This is an optimization exercise on Yosys and OpenROAD, whose aim is small area, a short achievable clock period and few clock cycles per item, not a production implementation.
Function was checked by simulation only, so behaviour that the tests miss may differ from the original.

==> flow/design.v, too long to show whole: its modules and the start of the top module <==
// module des_ip: 6 lines
// module des_fp: 6 lines
// module des_pc1: 6 lines
// module des_subkey1: 6 lines
// module des_subkey2: 6 lines
// module des_subkey3: 6 lines
// module des_subkey4: 6 lines
// module des_subkey5: 6 lines
// module des_subkey6: 6 lines
// module des_subkey7: 6 lines
// module des_subkey8: 6 lines
// module des_subkey9: 6 lines
// module des_subkey10: 6 lines
// module des_subkey11: 6 lines
// module des_subkey12: 6 lines
// module des_subkey13: 6 lines
// module des_subkey14: 6 lines
// module des_subkey15: 6 lines
// module des_subkey16: 6 lines
// module des_sbk1: 79 lines
// module des_sbk2: 79 lines
// module des_sbk3: 79 lines
// module des_sbk4: 79 lines
// module des_sbk5: 79 lines
// module des_sbk6: 79 lines
// module des_sbk7: 79 lines
// module des_sbk8: 79 lines
// module des_round: 15 lines
// module des_rounds_1_4: 22 lines
// module des_rounds_5_8: 22 lines
// module des_rounds_9_12: 22 lines
// module des_rounds_13_16: 22 lines
// module des_enc: 51 lines
module des_enc (
    input         clk,
    input         rst,
    input         in_valid,
    output        in_ready,
    input  [63:0] in_block,
    input  [63:0] in_key,
    output        out_valid,
    output [63:0] out_block
);
  // ...
==> flow/flow/run.sh <==
#!/bin/bash
# Own flow: the standard layout (standard.sh), with the S-box modules replaced by
# pre-mapped gate-level netlists during synthesis (see swap.tcl).
set -euo pipefail
W=$(pwd)
export SYNTH_CANONICALIZE_TCL=$W/flow/swap.tcl
BUFFER_PORTS_ARGS="-buffer_cell sky130_fd_sc_hd__buf_1" bash standard.sh SETUP_SLACK_MARGIN=39 finish > $W/standard.log 2>&1 || { tail -50 $W/standard.log; exit 1; }
for f in $W/orfs/logs/*/*/*/*.log; do cp "$f" $W/ 2>/dev/null || true; done
tail -5 $W/standard.log
==> flow/flow/swap.tcl <==
# Run by ORFS's synthesis canonicalize step (SYNTH_CANONICALIZE_TCL): replace the
# behavioural S-box modules with the gate-level ones in sbk_gates.v. Registers and
# everything else go through the standard synthesis unchanged.
foreach m {des_sbk1 des_sbk2 des_sbk3 des_sbk4 des_sbk5 des_sbk6 des_sbk7 des_sbk8} {
  delete $m
}
read_verilog [file join [file dirname [info script]] sbk_gates.v]
hierarchy -check -top $::env(DESIGN_NAME)
==> flow/standard.sh <==
#!/bin/bash
# synth_recipe.tcl (not shown) runs the flow's synth.tcl, then flattens the netlist and writes it again
# the make line also repeats each setting of config.mk as NAME=value (left out here)
make -C /OpenROAD-flow-scripts/flow DESIGN_CONFIG=/design/flow/config.mk WORK_HOME=/design/flow/orfs CLKGATE_MAP_FILE= SYNTH_SCRIPT=/design/flow/synth_recipe.tcl "${@:-finish}"
==> flow/config.mk <==
export PLATFORM = sky130hd
export DESIGN_NAME = des_enc
export DESIGN_NICKNAME = des_enc
export VERILOG_FILES = /design/flow/design.v
export SDC_FILE = /design/flow/constraint.sdc
export NUM_CORES = 8
export LEC_CHECK = 0
export CAP_MARGIN = 20
export CORE_MARGIN = 2
export CORE_UTILIZATION = 40
export SLEW_MARGIN = 20
==> flow/constraint.sdc <==
create_clock -name core_clock -period 50.0 [get_ports {clk}]
set_input_delay 10.0000 -clock core_clock [delete_from_list [all_inputs] [get_ports {clk}]]
set_output_delay 10.0000 -clock core_clock [all_outputs]
set_load 0.01 [all_outputs]
Not shown: flow/flow/sbk_gates.v
==> out/results.tsv, run 1 <==
stage	metric	value	unit
die	tap_cells	2016	
clock_network	ctsResizeCount	553	
die	dieWidth	391	microns
synth	syn_nets	7615	
clock_network	tritoncts	built	
clock_network	post-cts-setup-buffer-count	20	
layout	layout_commonest_cell	nand2_1	
timing	period_needed	11130	ps
synth	synth.most_common_cell	xor2_1	
timing	finalCritPeriodShare	0.223	
flow_run	drv_cap	0	
critical_path	crit_fanout	1	
layout	final_cell_mix	nand2_1 (720), nor2_1 (705), o21ai_0 (628), xnor2_1 (564), xor2_1 (529)	
layout	finish.cell_count_without_fillers	10000	
layout	layout-drive-gt1-share	0.142	
layout	area_growth	24.6	%
placement	placement.io_buffers	187	
critical_path	crit_start	out_q[15]	
timing	layout_setup_ws	38870	ps
placement	hpwl	192000	microns
critical_path	path_delay_family	flip-flops	
layout	inverters	352	
layout	antenna_cells	1	
timing	skew	23.0	ps
routing	first_pass_iters	8	
critical_path	worstPathRequired	40000	ps
die	dieArea	0.153	sq mm
critical_path	r2r-start	lr1_q[0]	
critical_path	r2r_end	lr2_q[7]	
clock_network	cts.root.buffer_cell	clkbuf_16	
placement	placed_cells	9737	
outcome	status	complete, no violations	
routing	vias	60100	
placement	post-place-ws	36760	ps
grt	grtUsageMet1	0.326	
timing	slew_headroom	0.167	
layout	seqCellArea	0.0112	sq mm
die	ios	197	
placement	dpl-instance-area	0.0636	sq mm
Testbench counts, summed over its fixed seeds: cycles 2,088, items 2,048.
==> run 2: changes to the inputs <==
--- a/flow/flow/sbk_gates.v
+++ b/flow/flow/sbk_gates.v
@@ -154,5 +154,5 @@
 wire [3:0] y;
 wire [15:0] z;
-wire n21, n22, n23, n24, n25, n26, n28, n29, n30, n31, n32, n35, n36, n38, n39, n44, n45, n49, n52, n54;
+wire n21, n22, n23, n24, n25, n26, n27, n29, n30, n31, n32, n33, n34, n37, n39, n40, n42, n49, n51, n52, n55;
 sky130_fd_sc_hd__xnor2_1 i0 (.A(r[0]), .B(k[0]), .Y(x[0]));
 sky130_fd_sc_hd__xor2_1 i1 (.A(r[1]), .B(k[1]), .X(x[1]));
@@ -161,40 +161,41 @@
 sky130_fd_sc_hd__xnor2_1 i4 (.A(r[4]), .B(k[4]), .Y(x[4]));
 sky130_fd_sc_hd__xor2_1 i5 (.A(r[5]), .B(k[5]), .X(x[5]));
-sky130_fd_sc_hd__clkinv_1 g0 (.A(x[0]), .Y(n21));
-sky130_fd_sc_hd__xor2_1 g1 (.A(x[3]), .B(x[1]), .X(n22));
-sky130_fd_sc_hd__nand2_1 g2 (.A(x[2]), .B(n21), .Y(n23));
-sky130_fd_sc_hd__xor2_1 g3 (.A(x[2]), .B(x[0]), .X(n24));
-sky130_fd_sc_hd__nand2_1 g4 (.A(n22), .B(n24), .Y(n25));
-sky130_fd_sc_hd__or2_0 g5 (.A(n22), .B(n24), .X(n26));
-sky130_fd_sc_hd__nand2_1 g6 (.A(n25), .B(n26), .Y(z[04]));
-sky130_fd_sc_hd__xor2_1 g7 (.A(x[3]), .B(x[0]), .X(n28));
-sky130_fd_sc_hd__nand2_1 g8 (.A(x[1]), .B(n28), .Y(n29));
-sky130_fd_sc_hd__nor2_1 g9 (.A(x[1]), .B(n28), .Y(n30));
-sky130_fd_sc_hd__or2_0 g10 (.A(x[1]), .B(n28), .X(n31));
-sky130_fd_sc_hd__o211ai_1 g11 (.A1(x[2]), .A2(n21), .B1(n29), .C1(n31), .Y(n32));
-sky130_fd_sc_hd__nand2_1 g12 (.A(n25), .B(n32), .Y(z[15]));
-sky130_fd_sc_hd__o21ai_0 g13 (.A1(x[3]), .A2(z[04]), .B1(z[15]), .Y(z[00]));
-sky130_fd_sc_hd__nand2_1 g14 (.A(x[3]), .B(x[2]), .Y(n35));
-sky130_fd_sc_hd__nand2_1 g15 (.A(x[1]), .B(n24), .Y(n36));
-sky130_fd_sc_hd__a31oi_1 g16 (.A1(x[1]), .A2(n24), .A3(n32), .B1(n30), .Y(z[05]));
-sky130_fd_sc_hd__nand2b_1 g17 (.A_N(z[00]), .B(n29), .Y(n38));
-sky130_fd_sc_hd__nor2_1 g18 (.A(x[1]), .B(n23), .Y(n39));
-sky130_fd_sc_hd__a21oi_1 g19 (.A1(n35), .A2(n38), .B1(n39), .Y(z[08]));
-sky130_fd_sc_hd__o21ai_0 g20 (.A1(z[05]), .A2(z[08]), .B1(n35), .Y(z[01]));
-sky130_fd_sc_hd__o21ai_0 g21 (.A1(x[1]), .A2(n24), .B1(n29), .Y(z[11]));
-sky130_fd_sc_hd__clkinv_1 g22 (.A(z[11]), .Y(z[03]));
-sky130_fd_sc_hd__nor2_1 g23 (.A(z[08]), .B(z[03]), .Y(n44));
-sky130_fd_sc_hd__nand2_1 g24 (.A(n23), .B(z[05]), .Y(n45));
-sky130_fd_sc_hd__o21ai_0 g25 (.A1(x[3]), .A2(z[04]), .B1(n45), .Y(z[09]));
-sky130_fd_sc_hd__a31oi_1 g26 (.A1(x[3]), .A2(x[2]), .A3(x[1]), .B1(z[09]), .Y(z[13]));
-sky130_fd_sc_hd__nor2_1 g27 (.A(n44), .B(z[13]), .Y(z[02]));
-sky130_fd_sc_hd__nand2b_1 g28 (.A_N(x[1]), .B(x[2]), .Y(n49));
-sky130_fd_sc_hd__nand3_1 g29 (.A(n29), .B(n31), .C(n49), .Y(z[06]));
-sky130_fd_sc_hd__o21a_1 g30 (.A1(n30), .A2(z[00]), .B1(n49), .X(z[07]));
-sky130_fd_sc_hd__nand2_1 g31 (.A(z[04]), .B(n49), .Y(n52));
-sky130_fd_sc_hd__o21ai_0 g32 (.A1(x[3]), .A2(x[1]), .B1(n52), .Y(z[10]));
-sky130_fd_sc_hd__o21ai_0 g33 (.A1(x[3]), .A2(n21), .B1(x[1]), .Y(n54));
-sky130_fd_sc_hd__xnor2_1 g34 (.A(n24), .B(n54), .Y(z[12]));
-sky130_fd_sc_hd__a21boi_0 g35 (.A1(n26), .A2(n36), .B1_N(n35), .Y(z[14]));
+sky130_fd_sc_hd__clkinv_1 g0 (.A(x[2]), .Y(n21));
+sky130_fd_sc_hd__clkinv_1 g1 (.A(x[0]), .Y(n22));
+sky130_fd_sc_hd__nand2_1 g2 (.A(x[3]), .B(x[1]), .Y(n23));
+sky130_fd_sc_hd__xnor2_1 g3 (.A(x[3]), .B(x[1]), .Y(n24));
+sky130_fd_sc_hd__nand2_1 g4 (.A(x[2]), .B(n22), .Y(n25));
+sky130_fd_sc_hd__xor2_1 g5 (.A(x[2]), .B(x[0]), .X(n26));
+sky130_fd_sc_hd__xnor2_1 g6 (.A(n24), .B(n26), .Y(n27));
+sky130_fd_sc_hd__clkinv_1 g7 (.A(n27), .Y(z[04]));
+sky130_fd_sc_hd__nand2b_1 g8 (.A_N(x[3]), .B(n27), .Y(n29));
+sky130_fd_sc_hd__xor2_1 g9 (.A(x[3]), .B(x[0]), .X(n30));
+sky130_fd_sc_hd__nor2_1 g10 (.A(x[1]), .B(n30), .Y(n31));
+sky130_fd_sc_hd__nand2_1 g11 (.A(x[1]), .B(n30), .Y(n32));
+sky130_fd_sc_hd__nor2b_1 g12 (.A(n31), .B_N(n32), .Y(n33));
+sky130_fd_sc_hd__nor2_1 g13 (.A(n26), .B(n33), .Y(n34));
+sky130_fd_sc_hd__a21oi_1 g14 (.A1(n24), .A2(n26), .B1(n34), .Y(z[15]));
+sky130_fd_sc_hd__nand2_1 g15 (.A(n29), .B(z[15]), .Y(z[00]));
+sky130_fd_sc_hd__nor2_1 g16 (.A(n23), .B(n25), .Y(n37));
+sky130_fd_sc_hd__a311oi_1 g17 (.A1(n21), .A2(x[1]), .A3(x[0]), .B1(n31), .C1(n37), .Y(z[05]));
+sky130_fd_sc_hd__nor2b_1 g18 (.A(x[1]), .B_N(x[3]), .Y(n39));
+sky130_fd_sc_hd__nand2_1 g19 (.A(x[3]), .B(x[2]), .Y(n40));
+sky130_fd_sc_hd__o21ai_0 g20 (.A1(z[05]), .A2(n39), .B1(n40), .Y(z[01]));
+sky130_fd_sc_hd__nand2_1 g21 (.A(n25), .B(z[05]), .Y(n42));
+sky130_fd_sc_hd__nand2_1 g22 (.A(n29), .B(n42), .Y(z[09]));
+sky130_fd_sc_hd__nor2_1 g23 (.A(n37), .B(z[09]), .Y(z[13]));
+sky130_fd_sc_hd__nor2_1 g24 (.A(n34), .B(z[13]), .Y(z[02]));
+sky130_fd_sc_hd__o21ai_0 g25 (.A1(x[1]), .A2(n26), .B1(n32), .Y(z[11]));
+sky130_fd_sc_hd__clkinv_1 g26 (.A(z[11]), .Y(z[03]));
+sky130_fd_sc_hd__o21ai_0 g27 (.A1(n21), .A2(x[1]), .B1(n33), .Y(z[06]));
+sky130_fd_sc_hd__nand2_1 g28 (.A(x[2]), .B(n32), .Y(n49));
+sky130_fd_sc_hd__a21boi_0 g29 (.A1(n30), .A2(z[15]), .B1_N(n49), .Y(z[07]));
+sky130_fd_sc_hd__nor2_1 g30 (.A(x[1]), .B(n25), .Y(n51));
+sky130_fd_sc_hd__a21oi_1 g31 (.A1(x[3]), .A2(x[2]), .B1(n39), .Y(n52));
+sky130_fd_sc_hd__a21oi_1 g32 (.A1(n49), .A2(n52), .B1(n51), .Y(z[08]));
+sky130_fd_sc_hd__o22ai_1 g33 (.A1(x[3]), .A2(x[1]), .B1(n27), .B2(n51), .Y(z[10]));
+sky130_fd_sc_hd__o21ai_0 g34 (.A1(x[3]), .A2(n22), .B1(x[1]), .Y(n55));
+sky130_fd_sc_hd__xnor2_1 g35 (.A(n26), .B(n55), .Y(z[12]));
+sky130_fd_sc_hd__and2_0 g36 (.A(n29), .B(n52), .X(z[14]));
 sky130_fd_sc_hd__mux4_1 m0 (.A0(z[3]), .A1(z[7]), .A2(z[11]), .A3(z[15]), .S0(x[5]), .S1(x[4]), .X(y[0]));
 sky130_fd_sc_hd__mux4_1 m1 (.A0(z[2]), .A1(z[6]), .A2(z[10]), .A3(z[14]), .S0(x[5]), .S1(x[4]), .X(y[1]));
@@ -275,5 +276,5 @@
 wire [3:0] y;
 wire [15:0] z;
-wire n21, n22, n23, n24, n25, n26, n27, n28, n29, n30, n31, n32, n33, n35, n36, n37, n38, n40, n41, n42, n44, n46, n51, n53, n56;
+wire n21, n22, n23, n24, n25, n26, n27, n28, n29, n30, n33, n34, n36, n37, n39, n40, n42, n43, n45, n46, n48, n50, n53, n56, n57, n59, n62;
 sky130_fd_sc_hd__xor2_1 i0 (.A(r[0]), .B(k[0]), .X(x[0]));
 sky130_fd_sc_hd__xnor2_1 i1 (.A(r[1]), .B(k[1]), .Y(x[1]));
@@ -281,46 +282,48 @@
 sky130_fd_sc_hd__xor2_1 i3 (.A(r[3]), .B(k[3]), .X(x[3]));
 sky130_fd_sc_hd__xnor2_1 i4 (.A(r[4]), .B(k[4]), .Y(x[4]));
-sky130_fd_sc_hd__xor2_1 i5 (.A(r[5]), .B(k[5]), .X(x[5]));
-sky130_fd_sc_hd__nor2b_1 g0 (.A(x[1]), .B_N(x[5]), .Y(n21));
-sky130_fd_sc_hd__nor2b_1 g1 (.A(x[5]), .B_N(x[1]), .Y(n22));
-sky130_fd_sc_hd__nor2_1 g2 (.A(n21), .B(n22), .Y(n23));
-sky130_fd_sc_hd__or2_0 g3 (.A(n21), .B(n22), .X(n24));
-sky130_fd_sc_hd__nand2_1 g4 (.A(x[0]), .B(n23), .Y(n25));
-sky130_fd_sc_hd__nor2b_1 g5 (.A(x[0]), .B_N(n21), .Y(n26));
-sky130_fd_sc_hd__a21oi_1 g6 (.A1(x[0]), .A2(n23), .B1(n26), .Y(n27));
-sky130_fd_sc_hd__clkinv_1 g7 (.A(n27), .Y(n28));
-sky130_fd_sc_hd__and2_0 g8 (.A(x[3]), .B(x[0]), .X(n29));
-sky130_fd_sc_hd__nand2_1 g9 (.A(x[3]), .B(x[0]), .Y(n30));
-sky130_fd_sc_hd__nor2_1 g10 (.A(x[3]), .B(x[0]), .Y(n31));
-sky130_fd_sc_hd__nor2_1 g11 (.A(n29), .B(n31), .Y(n32));
-sky130_fd_sc_hd__o21ai_0 g12 (.A1(x[5]), .A2(x[0]), .B1(n32), .Y(n33));
-sky130_fd_sc_hd__o21ai_0 g13 (.A1(x[1]), .A2(n28), .B1(n33), .Y(z[04]));
-sky130_fd_sc_hd__nand2_1 g14 (.A(x[3]), .B(n24), .Y(n35));
-sky130_fd_sc_hd__nor2_1 g15 (.A(x[3]), .B(n21), .Y(n36));
-sky130_fd_sc_hd__a21oi_1 g16 (.A1(x[3]), .A2(n24), .B1(n36), .Y(n37));
-sky130_fd_sc_hd__nand2_1 g17 (.A(x[0]), .B(n37), .Y(n38));
-sky130_fd_sc_hd__o21ai_0 g18 (.A1(x[0]), .A2(z[04]), .B1(n38), .Y(z[00]));
-sky130_fd_sc_hd__nand2_1 g19 (.A(x[1]), .B(n32), .Y(n40));
-sky130_fd_sc_hd__nor2_1 g20 (.A(n24), .B(n32), .Y(n41));
-sky130_fd_sc_hd__o21ai_0 g21 (.A1(x[5]), .A2(n41), .B1(n27), .Y(n42));
-sky130_fd_sc_hd__nand2_1 g22 (.A(n40), .B(n42), .Y(z[01]));
-sky130_fd_sc_hd__o21a_1 g23 (.A1(x[5]), .A2(n29), .B1(x[1]), .X(n44));
-sky130_fd_sc_hd__a21o_1 g24 (.A1(x[5]), .A2(n32), .B1(n44), .X(z[02]));
-sky130_fd_sc_hd__nand2_1 g25 (.A(x[5]), .B(n29), .Y(n46));
-sky130_fd_sc_hd__a211oi_1 g26 (.A1(n22), .A2(n32), .B1(n41), .C1(n26), .Y(z[13]));
-sky130_fd_sc_hd__clkinv_1 g27 (.A(z[13]), .Y(z[09]));
-sky130_fd_sc_hd__a22oi_1 g28 (.A1(x[5]), .A2(n37), .B1(z[13]), .B2(n30), .Y(z[05]));
-sky130_fd_sc_hd__o21a_1 g29 (.A1(n21), .A2(z[05]), .B1(n46), .X(z[03]));
-sky130_fd_sc_hd__a21oi_1 g30 (.A1(n30), .A2(n40), .B1(n22), .Y(n51));
-sky130_fd_sc_hd__a21oi_1 g31 (.A1(n24), .A2(n31), .B1(n51), .Y(z[08]));
-sky130_fd_sc_hd__o21a_1 g32 (.A1(x[5]), .A2(n41), .B1(z[08]), .X(n53));
-sky130_fd_sc_hd__a21oi_1 g33 (.A1(x[1]), .A2(n29), .B1(n53), .Y(z[06]));
-sky130_fd_sc_hd__o21ai_0 g34 (.A1(x[0]), .A2(n35), .B1(n25), .Y(z[07]));
-sky130_fd_sc_hd__nor2_1 g35 (.A(n36), .B(z[05]), .Y(n56));
-sky130_fd_sc_hd__nor2_1 g36 (.A(n44), .B(n56), .Y(z[10]));
-sky130_fd_sc_hd__o21ai_0 g37 (.A1(n44), .A2(z[07]), .B1(n46), .Y(z[11]));
-sky130_fd_sc_hd__o21ai_0 g38 (.A1(x[3]), .A2(n27), .B1(n35), .Y(z[12]));
-sky130_fd_sc_hd__o22ai_1 g39 (.A1(x[5]), .A2(n40), .B1(z[05]), .B2(n36), .Y(z[14]));
-sky130_fd_sc_hd__a21bo_1 g40 (.A1(n33), .A2(z[03]), .B1_N(n42), .X(z[15]));
+sky130_fd_sc_hd__xnor2_1 i5 (.A(r[5]), .B(k[5]), .Y(x[5]));
+sky130_fd_sc_hd__nand2_1 g0 (.A(x[3]), .B(x[0]), .Y(n21));
+sky130_fd_sc_hd__nor2_1 g1 (.A(x[5]), .B(x[1]), .Y(n22));
+sky130_fd_sc_hd__nand2_1 g2 (.A(x[5]), .B(x[1]), .Y(n23));
+sky130_fd_sc_hd__nor2b_1 g3 (.A(n22), .B_N(n23), .Y(n24));
+sky130_fd_sc_hd__nand2b_1 g4 (.A_N(n22), .B(n23), .Y(n25));
+sky130_fd_sc_hd__nor2_1 g5 (.A(n21), .B(n24), .Y(n26));
+sky130_fd_sc_hd__nand2_1 g6 (.A(x[0]), .B(n22), .Y(n27));
+sky130_fd_sc_hd__nand2b_1 g7 (.A_N(x[0]), .B(x[5]), .Y(n28));
+sky130_fd_sc_hd__xor2_1 g8 (.A(x[3]), .B(x[0]), .X(n29));
+sky130_fd_sc_hd__nor2_1 g9 (.A(x[1]), .B(n28), .Y(n30));
+sky130_fd_sc_hd__a221o_1 g10 (.A1(x[0]), .A2(n22), .B1(n28), .B2(n29), .C1(n30), .X(z[04]));
+sky130_fd_sc_hd__a21oi_1 g11 (.A1(n27), .A2(z[04]), .B1(n26), .Y(z[00]));
+sky130_fd_sc_hd__or3_1 g12 (.A(x[3]), .B(x[0]), .C(n25), .X(n33));
+sky130_fd_sc_hd__nand2_1 g13 (.A(x[1]), .B(n29), .Y(n34));
+sky130_fd_sc_hd__nand3_1 g14 (.A(n27), .B(n33), .C(n34), .Y(z[01]));
+sky130_fd_sc_hd__nand2_1 g15 (.A(x[5]), .B(n21), .Y(n36));
+sky130_fd_sc_hd__nor2_1 g16 (.A(x[1]), .B(n29), .Y(n37));
+sky130_fd_sc_hd__a21oi_1 g17 (.A1(x[5]), .A2(n21), .B1(n37), .Y(z[02]));
+sky130_fd_sc_hd__a21oi_1 g18 (.A1(n25), .A2(n28), .B1(x[3]), .Y(n39));
+sky130_fd_sc_hd__nand2b_1 g19 (.A_N(x[1]), .B(x[3]), .Y(n40));
+sky130_fd_sc_hd__a22oi_1 g20 (.A1(x[3]), .A2(n30), .B1(n36), .B2(n40), .Y(z[10]));
+sky130_fd_sc_hd__nand2b_1 g21 (.A_N(z[10]), .B(n23), .Y(n42));
+sky130_fd_sc_hd__nand2b_1 g22 (.A_N(n39), .B(n42), .Y(n43));
+sky130_fd_sc_hd__nand2_1 g23 (.A(n33), .B(n43), .Y(z[05]));
+sky130_fd_sc_hd__nor2_1 g24 (.A(n22), .B(z[05]), .Y(n45));
+sky130_fd_sc_hd__nor2_1 g25 (.A(x[5]), .B(n21), .Y(n46));
+sky130_fd_sc_hd__nor2_1 g26 (.A(n45), .B(n46), .Y(z[03]));
+sky130_fd_sc_hd__nand2_1 g27 (.A(n24), .B(n29), .Y(n48));
+sky130_fd_sc_hd__o21ai_0 g28 (.A1(n30), .A2(z[02]), .B1(n48), .Y(z[06]));
+sky130_fd_sc_hd__nand2_1 g29 (.A(x[0]), .B(n24), .Y(n50));
+sky130_fd_sc_hd__o21ai_0 g30 (.A1(x[0]), .A2(n43), .B1(n50), .Y(z[07]));
+sky130_fd_sc_hd__a32oi_1 g31 (.A1(x[1]), .A2(n33), .A3(n43), .B1(n37), .B2(n28), .Y(z[08]));
+sky130_fd_sc_hd__o21ai_0 g32 (.A1(n23), .A2(n29), .B1(n48), .Y(n53));
+sky130_fd_sc_hd__nand2b_1 g33 (.A_N(n53), .B(n27), .Y(z[13]));
+sky130_fd_sc_hd__clkinv_1 g34 (.A(z[13]), .Y(z[09]));
+sky130_fd_sc_hd__nor2_1 g35 (.A(x[3]), .B(n23), .Y(n56));
+sky130_fd_sc_hd__nor2_1 g36 (.A(n46), .B(n56), .Y(n57));
+sky130_fd_sc_hd__o21ai_0 g37 (.A1(x[1]), .A2(z[07]), .B1(n57), .Y(z[11]));
+sky130_fd_sc_hd__o21ai_0 g38 (.A1(x[3]), .A2(n37), .B1(n25), .Y(n59));
+sky130_fd_sc_hd__o21ai_0 g39 (.A1(x[3]), .A2(n50), .B1(n59), .Y(z[12]));
+sky130_fd_sc_hd__a21oi_1 g40 (.A1(n34), .A2(n42), .B1(n39), .Y(z[14]));
+sky130_fd_sc_hd__a21oi_1 g41 (.A1(n40), .A2(n50), .B1(n37), .Y(n62));
+sky130_fd_sc_hd__nor2_1 g42 (.A(n56), .B(n62), .Y(z[15]));
 sky130_fd_sc_hd__mux4_1 m0 (.A0(z[3]), .A1(z[7]), .A2(z[11]), .A3(z[15]), .S0(x[4]), .S1(x[2]), .X(y[0]));
 sky130_fd_sc_hd__mux4_1 m1 (.A0(z[2]), .A1(z[6]), .A2(z[10]), .A3(z[14]), .S0(x[4]), .S1(x[2]), .X(y[1]));
@@ -341,57 +344,54 @@
 wire [3:0] y;
 wire [15:0] z;
-wire n21, n22, n23, n24, n25, n26, n27, n28, n30, n31, n33, n34, n35, n36, n38, n40, n42, n44, n46, n49, n53, n54;
-sky130_fd_sc_hd__xor2_1 i0 (.A(r[0]), .B(k[0]), .X(x[0]));
+wire n21, n22, n23, n24, n25, n26, n27, n29, n30, n31, n32, n33, n34, n36, n37, n38, n40, n42, n44;
+sky130_fd_sc_hd__xnor2_1 i0 (.A(r[0]), .B(k[0]), .Y(x[0]));
 sky130_fd_sc_hd__xor2_1 i1 (.A(r[1]), .B(k[1]), .X(x[1]));
 sky130_fd_sc_hd__xnor2_1 i2 (.A(r[2]), .B(k[2]), .Y(x[2]));
-sky130_fd_sc_hd__xnor2_1 i3 (.A(r[3]), .B(k[3]), .Y(x[3]));
+sky130_fd_sc_hd__xor2_1 i3 (.A(r[3]), .B(k[3]), .X(x[3]));
 sky130_fd_sc_hd__xnor2_1 i4 (.A(r[4]), .B(k[4]), .Y(x[4]));
 sky130_fd_sc_hd__xnor2_1 i5 (.A(r[5]), .B(k[5]), .Y(x[5]));
-sky130_fd_sc_hd__clkinv_1 g0 (.A(x[5]), .Y(n21));
-sky130_fd_sc_hd__xnor2_1 g1 (.A(x[4]), .B(x[1]), .Y(n22));
-sky130_fd_sc_hd__nor2b_1 g2 (.A(x[5]), .B_N(x[1]), .Y(n23));
-sky130_fd_sc_hd__nor2_1 g3 (.A(n21), .B(x[1]), .Y(n24));
-sky130_fd_sc_hd__nor2_1 g4 (.A(n23), .B(n24), .Y(n25));
-sky130_fd_sc_hd__nand2_1 g5 (.A(x[4]), .B(x[0]), .Y(n26));
-sky130_fd_sc_hd__nand2_1 g6 (.A(n25), .B(n26), .Y(n27));
-sky130_fd_sc_hd__nor2_1 g7 (.A(x[0]), .B(n25), .Y(n28));
-sky130_fd_sc_hd__a31oi_1 g8 (.A1(x[5]), .A2(n22), .A3(n27), .B1(n28), .Y(z[00]));
-sky130_fd_sc_hd__o21a_1 g9 (.A1(x[4]), .A2(x[1]), .B1(n25), .X(n30));
-sky130_fd_sc_hd__a21oi_1 g10 (.A1(x[0]), .A2(n30), .B1(n28), .Y(n31));
-sky130_fd_sc_hd__clkinv_1 g11 (.A(n31), .Y(z[08]));
-sky130_fd_sc_hd__xnor2_1 g12 (.A(x[4]), .B(x[0]), .Y(n33));
-sky130_fd_sc_hd__nand2_1 g13 (.A(x[5]), .B(n33), .Y(n34));
-sky130_fd_sc_hd__a21oi_1 g14 (.A1(x[5]), .A2(n33), .B1(n24), .Y(n35));
-sky130_fd_sc_hd__o22a_1 g15 (.A1(x[5]), .A2(n22), .B1(n31), .B2(n35), .X(n36));
-sky130_fd_sc_hd__clkinv_1 g16 (.A(n36), .Y(z[01]));
-sky130_fd_sc_hd__xor2_1 g17 (.A(n25), .B(n33), .X(n38));
-sky130_fd_sc_hd__clkinv_1 g18 (.A(n38), .Y(z[13]));
-sky130_fd_sc_hd__o21ai_0 g19 (.A1(n24), .A2(n33), .B1(n34), .Y(n40));
-sky130_fd_sc_hd__o21ai_0 g20 (.A1(x[0]), .A2(n38), .B1(n40), .Y(z[02]));
-sky130_fd_sc_hd__o21ai_0 g21 (.A1(x[5]), .A2(n38), .B1(n34), .Y(n42));
-sky130_fd_sc_hd__a31o_1 g22 (.A1(x[5]), .A2(n22), .A3(n27), .B1(n42), .X(z[03]));
-sky130_fd_sc_hd__nor3b_1 g23 (.A(x[5]), .B(x[1]), .C_N(x[0]), .Y(n44));
-sky130_fd_sc_hd__nor2_1 g24 (.A(n42), .B(n44), .Y(z[04]));
-sky130_fd_sc_hd__nor2_1 g25 (.A(n31), .B(n36), .Y(n46));
-sky130_fd_sc_hd__nor2_1 g26 (.A(n44), .B(n46), .Y(z[05]));
-sky130_fd_sc_hd__o31ai_1 g27 (.A1(n21), .A2(n24), .A3(n33), .B1(n36), .Y(z[06]));
-sky130_fd_sc_hd__nor2_1 g28 (.A(x[5]), .B(n33), .Y(n49));
-sky130_fd_sc_hd__a21oi_1 g29 (.A1(x[5]), .A2(n22), .B1(n49), .Y(z[11]));
-sky130_fd_sc_hd__a21oi_1 g30 (.A1(x[4]), .A2(x[0]), .B1(z[11]), .Y(z[07]));
-sky130_fd_sc_hd__o21ai_0 g31 (.A1(n30), .A2(z[13]), .B1(n34), .Y(z[09]));
-sky130_fd_sc_hd__nand3_1 g32 (.A(x[4]), .B(x[1]), .C(x[0]), .Y(n53));
-sky130_fd_sc_hd__nand2_1 g33 (.A(n40), .B(n53), .Y(n54));
-sky130_fd_sc_hd__nor2_1 g34 (.A(n23), .B(n54), .Y(z[10]));
-sky130_fd_sc_hd__o22ai_1 g35 (.A1(x[5]), .A2(n33), .B1(n35), .B2(z[07]), .Y(z[12]));
-sky130_fd_sc_hd__o21ai_0 g36 (.A1(n30), .A2(n46), .B1(n53), .Y(z[14]));
-sky130_fd_sc_hd__nand2_1 g37 (.A(n27), .B(n53), .Y(z[15]));
-sky130_fd_sc_hd__mux4_1 m0 (.A0(z[3]), .A1(z[7]), .A2(z[11]), .A3(z[15]), .S0(x[3]), .S1(x[2]), .X(y[0]));
-sky130_fd_sc_hd__mux4_1 m1 (.A0(z[2]), .A1(z[6]), .A2(z[10]), .A3(z[14]), .S0(x[3]), .S1(x[2]), .X(y[1]));
-sky130_fd_sc_hd__mux4_1 m2 (.A0(z[1]), .A1(z[5]), .A2(z[9]), .A3(z[13]), .S0(x[3]), .S1(x[2]), .X(y[2]));
-sky130_fd_sc_hd__mux4_1 m3 (.A0(z[0]), .A1(z[4]), .A2(z[8]), .A3(z[12]), .S0(x[3]), .S1(x[2]), .X(y[3]));
+sky130_fd_sc_hd__nand2_1 g0 (.A(x[5]), .B(x[2]), .Y(n21));
+sky130_fd_sc_hd__xor2_1 g1 (.A(x[5]), .B(x[2]), .X(n22));
+sky130_fd_sc_hd__nand2_1 g2 (.A(x[4]), .B(n22), .Y(n23));
+sky130_fd_sc_hd__nor2_1 g3 (.A(x[2]), .B(x[1]), .Y(n24));
+sky130_fd_sc_hd__or2_0 g4 (.A(x[2]), .B(x[1]), .X(n25));
+sky130_fd_sc_hd__and2_0 g5 (.A(x[4]), .B(n25), .X(n26));
+sky130_fd_sc_hd__nand2_1 g6 (.A(x[4]), .B(n25), .Y(n27));
+sky130_fd_sc_hd__o21ai_0 g7 (.A1(n22), .A2(n26), .B1(n23), .Y(z[00]));
+sky130_fd_sc_hd__nand2_1 g8 (.A(x[5]), .B(n24), .Y(n29));
+sky130_fd_sc_hd__xnor2_1 g9 (.A(x[4]), .B(x[1]), .Y(n30));
+sky130_fd_sc_hd__nor2_1 g10 (.A(n21), .B(n30), .Y(n31));
+sky130_fd_sc_hd__nor2_1 g11 (.A(n24), .B(n31), .Y(n32));
+sky130_fd_sc_hd__nand2_1 g12 (.A(n22), .B(n30), .Y(n33));
+sky130_fd_sc_hd__nand2_1 g13 (.A(n32), .B(n33), .Y(n34));
+sky130_fd_sc_hd__nand2_1 g14 (.A(n29), .B(n34), .Y(z[01]));
+sky130_fd_sc_hd__nor3b_1 g15 (.A(x[1]), .B(n22), .C_N(x[4]), .Y(n36));
+sky130_fd_sc_hd__nand2_1 g16 (.A(x[2]), .B(x[1]), .Y(n37));
+sky130_fd_sc_hd__nand4_1 g17 (.A(x[4]), .B(n32), .C(n33), .D(n37), .Y(n38));
+sky130_fd_sc_hd__o21ai_0 g18 (.A1(n32), .A2(n36), .B1(n38), .Y(z[02]));
+sky130_fd_sc_hd__nand2_1 g19 (.A(n25), .B(n37), .Y(n40));
+sky130_fd_sc_hd__xnor2_1 g20 (.A(x[5]), .B(n40), .Y(z[12]));
+sky130_fd_sc_hd__nor2_1 g21 (.A(x[4]), .B(z[12]), .Y(n42));
+sky130_fd_sc_hd__a22oi_1 g22 (.A1(x[4]), .A2(n37), .B1(n42), .B2(n25), .Y(z[03]));
+sky130_fd_sc_hd__nand2b_1 g23 (.A_N(z[12]), .B(x[2]), .Y(n44));
+sky130_fd_sc_hd__nand2_1 g24 (.A(n33), .B(n44), .Y(z[04]));
+sky130_fd_sc_hd__nor2_1 g25 (.A(z[02]), .B(n42), .Y(z[05]));
+sky130_fd_sc_hd__o21a_1 g26 (.A1(n22), .A2(n30), .B1(n23), .X(z[08]));
+sky130_fd_sc_hd__a21o_1 g27 (.A1(n21), .A2(z[08]), .B1(n31), .X(z[15]));
+sky130_fd_sc_hd__a21oi_1 g28 (.A1(z[12]), .A2(z[15]), .B1(n36), .Y(z[06]));
+sky130_fd_sc_hd__nand2_1 g29 (.A(n29), .B(z[08]), .Y(z[07]));
+sky130_fd_sc_hd__a31oi_1 g30 (.A1(n29), .A2(n44), .A3(z[08]), .B1(n26), .Y(z[13]));
+sky130_fd_sc_hd__o21ai_0 g31 (.A1(x[2]), .A2(z[13]), .B1(z[01]), .Y(z[09]));
+sky130_fd_sc_hd__o211ai_1 g32 (.A1(x[4]), .A2(z[12]), .B1(n38), .C1(n21), .Y(z[10]));
+sky130_fd_sc_hd__a21boi_0 g33 (.A1(n27), .A2(z[06]), .B1_N(n44), .Y(z[11]));
+sky130_fd_sc_hd__a21o_1 g34 (.A1(n22), .A2(z[04]), .B1(n36), .X(z[14]));
+sky130_fd_sc_hd__mux4_1 m0 (.A0(z[3]), .A1(z[7]), .A2(z[11]), .A3(z[15]), .S0(x[3]), .S1(x[0]), .X(y[0]));
+sky130_fd_sc_hd__mux4_1 m1 (.A0(z[2]), .A1(z[6]), .A2(z[10]), .A3(z[14]), .S0(x[3]), .S1(x[0]), .X(y[1]));
+sky130_fd_sc_hd__mux4_1 m2 (.A0(z[1]), .A1(z[5]), .A2(z[9]), .A3(z[13]), .S0(x[3]), .S1(x[0]), .X(y[2]));
+sky130_fd_sc_hd__mux4_1 m3 (.A0(z[0]), .A1(z[4]), .A2(z[8]), .A3(z[12]), .S0(x[3]), .S1(x[0]), .X(y[3]));
 sky130_fd_sc_hd__xor2_1 o0 (.A(l[0]), .B(y[0]), .X(o[0]));
-sky130_fd_sc_hd__xor2_1 o1 (.A(l[1]), .B(y[1]), .X(o[1]));
+sky130_fd_sc_hd__xnor2_1 o1 (.A(l[1]), .B(y[1]), .Y(o[1]));
 sky130_fd_sc_hd__xor2_1 o2 (.A(l[2]), .B(y[2]), .X(o[2]));
-sky130_fd_sc_hd__xor2_1 o3 (.A(l[3]), .B(y[3]), .X(o[3]));
+sky130_fd_sc_hd__xnor2_1 o3 (.A(l[3]), .B(y[3]), .Y(o[3]));
 endmodule
 
@@ -404,54 +404,58 @@
 wire [3:0] y;
 wire [7:0] z;
-wire n14, n15, n16, n17, n18, n19, n20, n21, n22, n23, n24, n25, n26, n27, n28, n30, n31, n32, n33, n34, n35, n36, n37, n38, n40, n41, n42, n43, n45, n47, n49, n50, n52, n53, n55;
-sky130_fd_sc_hd__xnor2_1 i0 (.A(r[0]), .B(k[0]), .Y(x[0]));
+wire n14, n15, n16, n17, n18, n19, n20, n21, n22, n23, n24, n25, n26, n27, n29, n30, n31, n32, n33, n34, n35, n36, n37, n39, n40, n41, n43, n44, n45, n46, n48, n49, n50, n51, n53, n55, n56, n57, n59;
+sky130_fd_sc_hd__xor2_1 i0 (.A(r[0]), .B(k[0]), .X(x[0]));
 sky130_fd_sc_hd__xnor2_1 i1 (.A(r[1]), .B(k[1]), .Y(x[1]));
-sky130_fd_sc_hd__xor2_1 i2 (.A(r[2]), .B(k[2]), .X(x[2]));
-sky130_fd_sc_hd__xnor2_1 i3 (.A(r[3]), .B(k[3]), .Y(x[3]));
-sky130_fd_sc_hd__xnor2_1 i4 (.A(r[4]), .B(k[4]), .Y(x[4]));
+sky130_fd_sc_hd__xnor2_1 i2 (.A(r[2]), .B(k[2]), .Y(x[2]));
+sky130_fd_sc_hd__xor2_1 i3 (.A(r[3]), .B(k[3]), .X(x[3]));
+sky130_fd_sc_hd__xor2_1 i4 (.A(r[4]), .B(k[4]), .X(x[4]));
 sky130_fd_sc_hd__xnor2_1 i5 (.A(r[5]), .B(k[5]), .Y(x[5]));
-sky130_fd_sc_hd__clkinv_1 g0 (.A(x[5]), .Y(n14));
-sky130_fd_sc_hd__clkinv_1 g1 (.A(x[0]), .Y(n15));
-sky130_fd_sc_hd__xnor2_1 g2 (.A(x[2]), .B(x[1]), .Y(n16));
-sky130_fd_sc_hd__o21ai_0 g3 (.A1(n14), .A2(x[3]), .B1(n16), .Y(n17));
-sky130_fd_sc_hd__nand2_1 g4 (.A(n14), .B(x[3]), .Y(n18));
-sky130_fd_sc_hd__xnor2_1 g5 (.A(x[5]), .B(x[3]), .Y(n19));
-sky130_fd_sc_hd__and3_1 g6 (.A(x[2]), .B(x[1]), .C(n19), .X(n20));
-sky130_fd_sc_hd__nor2b_1 g7 (.A(n20), .B_N(x[2]), .Y(n21));
+sky130_fd_sc_hd__clkinv_1 g0 (.A(x[3]), .Y(n14));
+sky130_fd_sc_hd__clkinv_1 g1 (.A(x[2]), .Y(n15));
+sky130_fd_sc_hd__and2_0 g2 (.A(x[2]), .B(x[1]), .X(n16));
+sky130_fd_sc_hd__nor2_1 g3 (.A(x[2]), .B(x[1]), .Y(n17));
+sky130_fd_sc_hd__nor2_1 g4 (.A(n16), .B(n17), .Y(n18));
+sky130_fd_sc_hd__nand2_1 g5 (.A(x[5]), .B(n18), .Y(n19));
+sky130_fd_sc_hd__nor4_1 g6 (.A(x[5]), .B(n15), .C(x[1]), .D(x[0]), .Y(n20));
+sky130_fd_sc_hd__nand2_1 g7 (.A(x[3]), .B(n20), .Y(n21));
 sky130_fd_sc_hd__xnor2_1 g8 (.A(x[3]), .B(x[0]), .Y(n22));
-sky130_fd_sc_hd__xor2_1 g9 (.A(x[1]), .B(n22), .X(n23));
-sky130_fd_sc_hd__xnor2_1 g10 (.A(n21), .B(n23), .Y(n24));
-sky130_fd_sc_hd__and2_0 g11 (.A(x[5]), .B(n24), .X(n25));
-sky130_fd_sc_hd__nor2_1 g12 (.A(x[0]), .B(n25), .Y(n26));
-sky130_fd_sc_hd__nand2_1 g13 (.A(x[5]), .B(n16), .Y(n27));
-sky130_fd_sc_hd__a22oi_1 g14 (.A1(x[2]), .A2(x[1]), .B1(n18), .B2(n27), .Y(n28));
-sky130_fd_sc_hd__o32ai_1 g15 (.A1(n20), .A2(n26), .A3(n28), .B1(n17), .B2(x[0]), .Y(z[0]));
-sky130_fd_sc_hd__nor2b_1 g16 (.A(n16), .B_N(n22), .Y(n30));
-sky130_fd_sc_hd__nand2_1 g17 (.A(x[0]), .B(n16), .Y(n31));
-sky130_fd_sc_hd__a21oi_1 g18 (.A1(x[0]), .A2(n16), .B1(x[2]), .Y(n32));
-sky130_fd_sc_hd__nor2b_1 g19 (.A(x[5]), .B_N(x[1]), .Y(n33));
-sky130_fd_sc_hd__o21ai_0 g20 (.A1(x[0]), .A2(n33), .B1(x[2]), .Y(n34));
-sky130_fd_sc_hd__nand2_1 g21 (.A(n27), .B(n34), .Y(n35));
-sky130_fd_sc_hd__nor2_1 g22 (.A(n32), .B(n35), .Y(n36));
-sky130_fd_sc_hd__nand2_1 g23 (.A(x[5]), .B(n23), .Y(n37));
-sky130_fd_sc_hd__o31ai_1 g24 (.A1(n18), .A2(n23), .A3(n30), .B1(n37), .Y(n38));
-sky130_fd_sc_hd__a211oi_1 g25 (.A1(n26), .A2(n30), .B1(n36), .C1(n38), .Y(z[1]));
-sky130_fd_sc_hd__o21ai_0 g26 (.A1(x[2]), .A2(x[1]), .B1(n14), .Y(n40));
-sky130_fd_sc_hd__nor3_1 g27 (.A(n23), .B(n30), .C(n40), .Y(n41));
-sky130_fd_sc_hd__nor2_1 g28 (.A(n19), .B(n22), .Y(n42));
-sky130_fd_sc_hd__a211oi_1 g29 (.A1(x[0]), .A2(n18), .B1(n42), .C1(x[2]), .Y(n43));
-sky130_fd_sc_hd__a211oi_1 g30 (.A1(n17), .A2(n25), .B1(n41), .C1(n43), .Y(z[2]));
-sky130_fd_sc_hd__a31o_1 g31 (.A1(x[0]), .A2(n27), .A3(n40), .B1(n20), .X(n45));
-sky130_fd_sc_hd__a21oi_1 g32 (.A1(n15), .A2(n28), .B1(n45), .Y(z[3]));
-sky130_fd_sc_hd__o21ai_0 g33 (.A1(x[3]), .A2(n15), .B1(n34), .Y(n47));
-sky130_fd_sc_hd__a21oi_1 g34 (.A1(n31), .A2(n47), .B1(n38), .Y(z[4]));
-sky130_fd_sc_hd__o22a_1 g35 (.A1(x[0]), .A2(n19), .B1(n22), .B2(x[2]), .X(n49));
-sky130_fd_sc_hd__nand2_1 g36 (.A(n22), .B(n33), .Y(n50));
-sky130_fd_sc_hd__o211ai_1 g37 (.A1(x[1]), .A2(n49), .B1(n50), .C1(n27), .Y(z[5]));
-sky130_fd_sc_hd__nor2_1 g38 (.A(n19), .B(n38), .Y(n52));
-sky130_fd_sc_hd__nor3_1 g39 (.A(n32), .B(n42), .C(n52), .Y(n53));
-sky130_fd_sc_hd__a21oi_1 g40 (.A1(n32), .A2(n42), .B1(n53), .Y(z[6]));
-sky130_fd_sc_hd__a211oi_1 g41 (.A1(x[2]), .A2(x[1]), .B1(n24), .C1(x[5]), .Y(n55));
-sky130_fd_sc_hd__a211o_1 g42 (.A1(n20), .A2(n22), .B1(n25), .C1(n55), .X(z[7]));
+sky130_fd_sc_hd__nand2_1 g9 (.A(x[1]), .B(n22), .Y(n23));
+sky130_fd_sc_hd__or2_0 g10 (.A(x[5]), .B(n23), .X(n24));
+sky130_fd_sc_hd__nand2_1 g11 (.A(x[5]), .B(x[3]), .Y(n25));
+sky130_fd_sc_hd__xnor2_1 g12 (.A(x[5]), .B(x[3]), .Y(n26));
+sky130_fd_sc_hd__nand3b_1 g13 (.A_N(x[1]), .B(x[0]), .C(n26), .Y(n27));
+sky130_fd_sc_hd__nand4_1 g14 (.A(n19), .B(n21), .C(n24), .D(n27), .Y(z[1]));
+sky130_fd_sc_hd__nor3_1 g15 (.A(x[5]), .B(x[3]), .C(n16), .Y(n29));
+sky130_fd_sc_hd__nand2_1 g16 (.A(z[1]), .B(n29), .Y(n30));
+sky130_fd_sc_hd__nor2_1 g17 (.A(x[1]), .B(n22), .Y(n31));
+sky130_fd_sc_hd__nand2_1 g18 (.A(x[5]), .B(n23), .Y(n32));
+sky130_fd_sc_hd__o21ai_0 g19 (.A1(n31), .A2(n32), .B1(n30), .Y(n33));
+sky130_fd_sc_hd__nand2_1 g20 (.A(n15), .B(x[1]), .Y(n34));
+sky130_fd_sc_hd__o21ai_0 g21 (.A1(x[5]), .A2(n34), .B1(x[0]), .Y(n35));
+sky130_fd_sc_hd__a21oi_1 g22 (.A1(x[3]), .A2(n16), .B1(n17), .Y(n36));
+sky130_fd_sc_hd__nand2b_1 g23 (.A_N(x[0]), .B(n36), .Y(n37));
+sky130_fd_sc_hd__a21oi_1 g24 (.A1(n35), .A2(n37), .B1(n33), .Y(z[0]));
+sky130_fd_sc_hd__o21ai_0 g25 (.A1(x[1]), .A2(x[0]), .B1(x[2]), .Y(n39));
+sky130_fd_sc_hd__a21boi_0 g26 (.A1(n24), .A2(n26), .B1_N(n39), .Y(n40));
+sky130_fd_sc_hd__nor3b_1 g27 (.A(n39), .B(n22), .C_N(n26), .Y(n41));
+sky130_fd_sc_hd__a311oi_1 g28 (.A1(x[3]), .A2(x[0]), .A3(n17), .B1(n40), .C1(n41), .Y(z[2]));
+sky130_fd_sc_hd__xor2_1 g29 (.A(x[5]), .B(n22), .X(n43));
+sky130_fd_sc_hd__and3_1 g30 (.A(n18), .B(z[2]), .C(n43), .X(n44));
+sky130_fd_sc_hd__nor2_1 g31 (.A(n18), .B(n43), .Y(n45));
+sky130_fd_sc_hd__nor2_1 g32 (.A(n26), .B(n34), .Y(n46));
+sky130_fd_sc_hd__a211o_1 g33 (.A1(n22), .A2(n46), .B1(n45), .C1(n44), .X(z[3]));
+sky130_fd_sc_hd__nand2_1 g34 (.A(x[0]), .B(n25), .Y(n48));
+sky130_fd_sc_hd__o21ai_0 g35 (.A1(x[5]), .A2(x[3]), .B1(n19), .Y(n49));
+sky130_fd_sc_hd__nand3_1 g36 (.A(n34), .B(n48), .C(n49), .Y(n50));
+sky130_fd_sc_hd__o21ai_0 g37 (.A1(n18), .A2(n48), .B1(n50), .Y(n51));
+sky130_fd_sc_hd__a21oi_1 g38 (.A1(n15), .A2(z[0]), .B1(n51), .Y(z[4]));
+sky130_fd_sc_hd__nor2_1 g39 (.A(n36), .B(n48), .Y(n53));
+sky130_fd_sc_hd__nor3_1 g40 (.A(n20), .B(n33), .C(n53), .Y(z[5]));
+sky130_fd_sc_hd__nor3b_1 g41 (.A(x[0]), .B(n18), .C_N(x[5]), .Y(n55));
+sky130_fd_sc_hd__nand3_1 g42 (.A(x[5]), .B(x[2]), .C(x[0]), .Y(n56));
+sky130_fd_sc_hd__o311ai_0 g43 (.A1(x[2]), .A2(x[1]), .A3(n43), .B1(n56), .C1(n24), .Y(n57));
+sky130_fd_sc_hd__a211oi_1 g44 (.A1(n14), .A2(n55), .B1(n57), .C1(n44), .Y(z[6]));
+sky130_fd_sc_hd__and3_1 g45 (.A(x[0]), .B(n34), .C(n49), .X(n59));
+sky130_fd_sc_hd__nor4_1 g46 (.A(n20), .B(n46), .C(n55), .D(n59), .Y(z[7]));
 sky130_fd_sc_hd__mux2i_1 m0 (.A0(z[3]), .A1(z[7]), .S(x[4]), .Y(y[0]));
 sky130_fd_sc_hd__mux2i_1 m1 (.A0(z[2]), .A1(z[6]), .S(x[4]), .Y(y[1]));
@@ -472,5 +476,5 @@
 wire [3:0] y;
 wire [15:0] z;
-wire n21, n22, n23, n24, n25, n26, n28, n29, n30, n31, n34, n35, n36, n39, n40, n43, n50;
+wire n21, n22, n23, n24, n25, n26, n29, n30, n31, n33, n34, n36, n37, n40, n41, n43, n49;
 sky130_fd_sc_hd__xnor2_1 i0 (.A(r[0]), .B(k[0]), .Y(x[0]));
 sky130_fd_sc_hd__xor2_1 i1 (.A(r[1]), .B(k[1]), .X(x[1]));
@@ -479,37 +483,37 @@
 sky130_fd_sc_hd__xor2_1 i4 (.A(r[4]), .B(k[4]), .X(x[4]));
 sky130_fd_sc_hd__xnor2_1 i5 (.A(r[5]), .B(k[5]), .Y(x[5]));
-sky130_fd_sc_hd__nand2b_1 g0 (.A_N(x[4]), .B(x[3]), .Y(n21));
-sky130_fd_sc_hd__nand2b_1 g1 (.A_N(x[3]), .B(x[4]), .Y(n22));
-sky130_fd_sc_hd__nand2_1 g2 (.A(n21), .B(n22), .Y(n23));
-sky130_fd_sc_hd__nand2_1 g3 (.A(x[1]), .B(n21), .Y(n24));
-sky130_fd_sc_hd__a21o_1 g4 (.A1(n23), .A2(n24), .B1(x[2]), .X(n25));
-sky130_fd_sc_hd__nand3_1 g5 (.A(x[2]), .B(n23), .C(n24), .Y(n26));
-sky130_fd_sc_hd__nand2_1 g6 (.A(n25), .B(n26), .Y(z[10]));
-sky130_fd_sc_hd__nor2_1 g7 (.A(x[1]), .B(z[10]), .Y(n28));
-sky130_fd_sc_hd__or2_0 g8 (.A(x[1]), .B(z[10]), .X(n29));
-sky130_fd_sc_hd__nor2_1 g9 (.A(x[2]), .B(n24), .Y(n30));
-sky130_fd_sc_hd__o21ai_0 g10 (.A1(x[2]), .A2(n24), .B1(n26), .Y(n31));
-sky130_fd_sc_hd__o21bai_1 g11 (.A1(x[3]), .A2(n29), .B1_N(n31), .Y(z[05]));
-sky130_fd_sc_hd__clkinv_1 g12 (.A(z[05]), .Y(z[13]));
-sky130_fd_sc_hd__o21ai_0 g13 (.A1(x[2]), .A2(n21), .B1(n22), .Y(n34));
-sky130_fd_sc_hd__o211ai_1 g14 (.A1(x[2]), .A2(n21), .B1(n22), .C1(x[1]), .Y(n35));
-sky130_fd_sc_hd__nand2b_1 g15 (.A_N(x[2]), .B(x[4]), .Y(n36));
-sky130_fd_sc_hd__a32oi_1 g16 (.A1(x[3]), .A2(x[1]), .A3(n36), .B1(n35), .B2(z[05]), .Y(z[11]));
-sky130_fd_sc_hd__clkinv_1 g17 (.A(z[11]), .Y(z[00]));
-sky130_fd_sc_hd__xor2_1 g18 (.A(x[4]), .B(x[2]), .X(n39));
-sky130_fd_sc_hd__nand2_1 g19 (.A(x[1]), .B(n39), .Y(n40));
-sky130_fd_sc_hd__nand2_1 g20 (.A(n29), .B(n40), .Y(z[01]));
-sky130_fd_sc_hd__a21oi_1 g21 (.A1(n23), .A2(z[11]), .B1(n31), .Y(z[02]));
-sky130_fd_sc_hd__nand2b_1 g22 (.A_N(x[1]), .B(n34), .Y(n43));
-sky130_fd_sc_hd__and2_0 g23 (.A(n35), .B(n43), .X(z[09]));
-sky130_fd_sc_hd__o2bb2ai_1 g24 (.A1_N(z[09]), .A2_N(n36), .B1(n22), .B2(x[2]), .Y(z[12]));
-sky130_fd_sc_hd__a22oi_1 g25 (.A1(n23), .A2(z[11]), .B1(n43), .B2(z[12]), .Y(z[03]));
-sky130_fd_sc_hd__a21oi_1 g26 (.A1(x[1]), .A2(z[11]), .B1(n28), .Y(z[15]));
-sky130_fd_sc_hd__clkinv_1 g27 (.A(z[15]), .Y(z[04]));
-sky130_fd_sc_hd__o21a_1 g28 (.A1(x[1]), .A2(n23), .B1(n40), .X(z[14]));
-sky130_fd_sc_hd__o22ai_1 g29 (.A1(x[2]), .A2(n22), .B1(n30), .B2(z[14]), .Y(n50));
-sky130_fd_sc_hd__clkinv_1 g30 (.A(n50), .Y(z[06]));
-sky130_fd_sc_hd__a22o_1 g31 (.A1(n30), .A2(n36), .B1(n43), .B2(z[12]), .X(z[07]));
-sky130_fd_sc_hd__a21boi_0 g32 (.A1(z[12]), .A2(n50), .B1_N(n40), .Y(z[08]));
+sky130_fd_sc_hd__nand2_1 g0 (.A(x[2]), .B(x[1]), .Y(n21));
+sky130_fd_sc_hd__nand2b_1 g1 (.A_N(x[4]), .B(x[2]), .Y(n22));
+sky130_fd_sc_hd__nand2b_1 g2 (.A_N(x[3]), .B(x[4]), .Y(n23));
+sky130_fd_sc_hd__a21boi_0 g3 (.A1(n22), .A2(n23), .B1_N(n21), .Y(n24));
+sky130_fd_sc_hd__nand2b_1 g4 (.A_N(x[2]), .B(x[4]), .Y(n25));
+sky130_fd_sc_hd__nand2_1 g5 (.A(x[3]), .B(x[1]), .Y(n26));
+sky130_fd_sc_hd__a31o_1 g6 (.A1(x[3]), .A2(x[1]), .A3(n25), .B1(n24), .X(z[00]));
+sky130_fd_sc_hd__clkinv_1 g7 (.A(z[00]), .Y(z[11]));
+sky130_fd_sc_hd__nand2_1 g8 (.A(n22), .B(n25), .Y(n29));
+sky130_fd_sc_hd__nor2b_1 g9 (.A(x[1]), .B_N(x[3]), .Y(n30));
+sky130_fd_sc_hd__nand2_1 g10 (.A(n29), .B(n30), .Y(n31));
+sky130_fd_sc_hd__xor2_1 g11 (.A(n29), .B(n30), .X(z[01]));
+sky130_fd_sc_hd__nand2b_1 g12 (.A_N(x[4]), .B(x[3]), .Y(n33));
+sky130_fd_sc_hd__o21a_1 g13 (.A1(x[1]), .A2(n23), .B1(n33), .X(n34));
+sky130_fd_sc_hd__xor2_1 g14 (.A(x[2]), .B(n34), .X(z[10]));
+sky130_fd_sc_hd__nand2b_1 g15 (.A_N(x[1]), .B(n34), .Y(n36));
+sky130_fd_sc_hd__nand2_1 g16 (.A(n21), .B(n23), .Y(n37));
+sky130_fd_sc_hd__a21boi_0 g17 (.A1(n29), .A2(n37), .B1_N(n36), .Y(z[06]));
+sky130_fd_sc_hd__a22oi_1 g18 (.A1(x[1]), .A2(z[10]), .B1(z[06]), .B2(n26), .Y(z[02]));
+sky130_fd_sc_hd__o21ai_0 g19 (.A1(x[2]), .A2(n33), .B1(n23), .Y(n40));
+sky130_fd_sc_hd__a22oi_1 g20 (.A1(x[2]), .A2(n30), .B1(n40), .B2(x[1]), .Y(n41));
+sky130_fd_sc_hd__o21a_1 g21 (.A1(x[4]), .A2(x[1]), .B1(n41), .X(z[03]));
+sky130_fd_sc_hd__nor2_1 g22 (.A(x[1]), .B(z[01]), .Y(n43));
+sky130_fd_sc_hd__a21o_1 g23 (.A1(x[1]), .A2(z[00]), .B1(n43), .X(z[15]));
+sky130_fd_sc_hd__clkinv_1 g24 (.A(z[15]), .Y(z[04]));
+sky130_fd_sc_hd__a21oi_1 g25 (.A1(x[1]), .A2(z[10]), .B1(n24), .Y(z[13]));
+sky130_fd_sc_hd__clkinv_1 g26 (.A(z[13]), .Y(z[05]));
+sky130_fd_sc_hd__o21ai_0 g27 (.A1(x[3]), .A2(n37), .B1(n41), .Y(z[07]));
+sky130_fd_sc_hd__nand2_1 g28 (.A(n25), .B(z[06]), .Y(n49));
+sky130_fd_sc_hd__nand2_1 g29 (.A(n31), .B(n49), .Y(z[08]));
+sky130_fd_sc_hd__nand2_1 g30 (.A(n36), .B(n41), .Y(z[09]));
+sky130_fd_sc_hd__o21ai_0 g31 (.A1(x[1]), .A2(z[08]), .B1(n41), .Y(z[12]));
+sky130_fd_sc_hd__o21ai_0 g32 (.A1(x[1]), .A2(n23), .B1(n49), .Y(z[14]));
 sky130_fd_sc_hd__mux4_1 m0 (.A0(z[3]), .A1(z[7]), .A2(z[11]), .A3(z[15]), .S0(x[5]), .S1(x[0]), .X(y[0]));
 sky130_fd_sc_hd__mux4_1 m1 (.A0(z[2]), .A1(z[6]), .A2(z[10]), .A3(z[14]), .S0(x[5]), .S1(x[0]), .X(y[1]));
==> run 2 against run 1 <==
  * Non-clock buffer count is 120 lower
  * Cell count is 1.3% lower
  * Synthesized cell count is 0.86% higher
  * Via count is 1.1% lower
  * Worst hold slack worse by 13 ps
  * Count of clock-buffer cells in the layout is 2 higher
  * Clock skew is 25 ps higher
  * Register-to-register slack better by 120 ps
==> out/results.tsv, run 2 <==
stage	metric	value	unit	change
outcome	status	complete, no violations		
routing	vias	59500		-1.1%
layout	area_growth	15.6	%	
timing	tns	0	ps	
layout	n_fill_cell	14500		
timing	period_needed	11160	ps	+30.3 ps
grt	grt_pass1_vias	54900		
synth	yosys_warnings	5		
routing	first_pass_iters	7		-1
synth	synthTopCellsByArea	dfxtp_1 (18%), xor2_1 (14%), mux4_1 (11%)		
synth	syn_area_per_cell	7.94	sq um	
critical_path	worstPathRequired	40000	ps	about the same
clock_network	cts_max_path_buffers	3		
grt	antenna_found_initial	4		
routing	avgViaCountPerCell	6.03		
routing	wirelength	233000	microns	
routing	drcViolationCount	0		
critical_path	crit_type	flop to output port		
synth	netlist_area	0.0599	sq mm	
synth	synth_commonest_cells	xor2_1 (928), nand2_1 (896), nor2_1 (768), xnor2_1 (736), o21ai_0 (608)		
die	chipHeight	391	microns	
critical_path	end_kind	output port		
grt	grt_first_pass_wirelength	337000	microns	
critical_path	crit_fanout	1		unchanged
timing	fmax	89.6	MHz	
placement	placement.io_buffers	187		unchanged
synth	ys_ff_latch	549		
critical_path	crit_chain	buf_6		
layout	final_cell_mix	nand2_1 (896), nor2_1 (768), xor2_1 (704), xnor2_1 (630), o21ai_0 (608)		
clock_network	cts-hold-fix-buffers	0		
placement	globalplace.congestion	1.03		
critical_path	regToRegSetupSlack	39330	ps	
clock_network	cts-buffers-inserted	67		
timing	finalCritPeriodShare	0.223		+0.000606
synth	synth_edf_count	0		
timing	worstMarginPinSlew	1080	ps	
routing	wire_per_inst	23.6	microns	
synth	synth.most_common_cell	xor2_1		
timing	slew_headroom	0.277		+0.110
synth	async_flop_share	0		
critical_path	crit_buf_inv	1		
timing	setup_viol	0		
synth	synth_ff_type	dfxtp_1		
grt	track_usage	0.292		
routing	ant_nets	0		
timing	holdWs	421	ps	
routing	drt-initial-drc-count	5930		
synth	yosys.area.top_type_share	0.183		
synth	ys_seq_area_frac	0.183		
clock_network	h-tree-depth	3		
die	dieArea	0.153	sq mm	about the same
layout	nNetsFinal	8007		
timing	drv_slew	0		
layout	layout-drive-gt1-share	0.0810		-0.0609
critical_path	arrival	1160	ps	
die	core	0.149	sq mm	
clock_network	clk_pin_slew_worst_paths	60	ps	
die	ios	197		unchanged
flow_run	drv_cap	0		unchanged
grt	grt.overflow.total	0		
clock_network	cts_sinks	549		
clock_network	clock_latency	720	ps	
synth	netlist.top_cell.by_area	dfxtp_1		
die	start_util	0.401		
grt	grt_max_degree	16		
worst_hold_path	hold_class	flop to flop		
layout	layout_commonest_cell	nand2_1		
critical_path	slowest_stage	dfxtp_2		
critical_path	slowest_delay	320	ps	
timing	hold_violations	0		
synth	syn_nets	7679		+0.84%
placement	hpwl	190000	microns	-0.98%
critical_path	start_kind	flop		
synth	synthCells	7548		
critical_path	path_delay_family	flip-flops		
clock_network	cts.root.buffer_cell	clkbuf_16		
timing	skew	48.0	ps	+24.9 ps
die	num_rows	142		
synth	synth_cell_types	44		
clock_network	tritoncts	built		
die	dieWidth	391	microns	about the same
timing	rsz0062_at_grt	yes		
## run 2: path summary, 6_finish.rpt
check                                from             to  cells past startpoint
worst max-delay path            out_q[43]  out_block[43]                      1
worst min-delay path            cd0_q[12]      cd1_q[12]                      0
worst max register to register   lr0_q[0]      lr1_q[27]                     39
worst min register to register  cd0_q[12]      cd1_q[12]                      0
## run 2: routing by layer
| layer | track usage | wire length (microns) |
|---|---|---|
| met5 | 0 | 0 |
| met4 | 0.280 | 26200 |
| met3 | 0.0324 | 13900 |
| met2 | 0.485 | 107000 |
| met1 | 0.324 | 85200 |
## run 2: cell type report
cell class | instances | area (sq um) | area share
multi-input combinational | 6710 | 50800 | 0.734
sequential | 549 | 11100 | 0.160
tap | 1944 | 2430 | 0.0351
clock buffer | 79 | 1780 | 0.0257
timing repair buffer | 260 | 1480 | 0.0214
inverter | 288 | 1080 | 0.0156
clock inverter | 41 | 588 | 0.00849
antenna | 2 | 5.00 | 0.0000723
## run 2: cell families after synthesis
family | Yosys count | share of synthesized area
simple gates | 2709 | 0.210
compound gates | 1792 | 0.185
xor+xnor | 1664 | 0.243
flops | 549 | 0.183
mux | 544 | 0.160
buf+inv | 289 | 0.0182
other cells | 1 | 0.0000626
## run 2: stage by stage
step | setup WS (ps) | util | instance area [sq um] | std cells
2_1_floorplan | 39670 | - | 59900 | 7548
3_3_place_gp | 37700 | 0.426 | 63500 | 9743
3_5_place_dp | 37830 | 0.426 | 63500 | 9743
4_1_cts | 38800 | 0.447 | 66700 | 9863
5_1_grt | 38810 | 0.464 | 69300 | 9871
6_report | 38840 | 0.464 | 69300 | 9873
## run 2: timing repair
action,CTS,global route
setup endpoints to repair,154,189
pin swaps,0,8
resized for setup,167,357
gates cloned,0,0
setup buffers,0,8
## run 2: worst register-to-register path: cells and delay by family, from the launching register on
kind                   cells  cell delay, ps
multiplexers               4            1900
buffers and inverters      1             210
AO/OA/AOI/OAI             10            1800
AND/OR/NAND/NOR           14            2010
XOR/XNOR                  10            4010
flip-flops                 1             630

==> re-timing with driven ports <==
The flow's constraints put no driver on any port. The routed layouts listed below were extracted and timed again, unchanged, in two steps.
Step 1: set_driving_cell puts a clkbuf_16 on clk and a buf_2 on each other input, an assumption about the parent block.
Step 2 moves the port delays by t, midway between the first and last clock arrival at a register: inputs arrive t later, outputs are due t later. That takes back most of the time a late clock gives input paths.
Three values: ideal, step 1, step 2; two values: the first two.
| run | shift t [ns] | slack for setup (ns) | worst hold slack (ns) | clock arrival spread, ns |
|---|---|---|---|---|
| run 1 | 0.756 | 38.874 / 38.796 / 39.210 | 0.434 / 0.434 / 0.434 | 0.024 / 0.024 |
| run 2 | 0.780 | 38.843 / 38.761 / 39.326 | 0.421 / 0.421 / 0.421 | 0.052 / 0.051 |
After both steps every run listed still meets setup and hold.
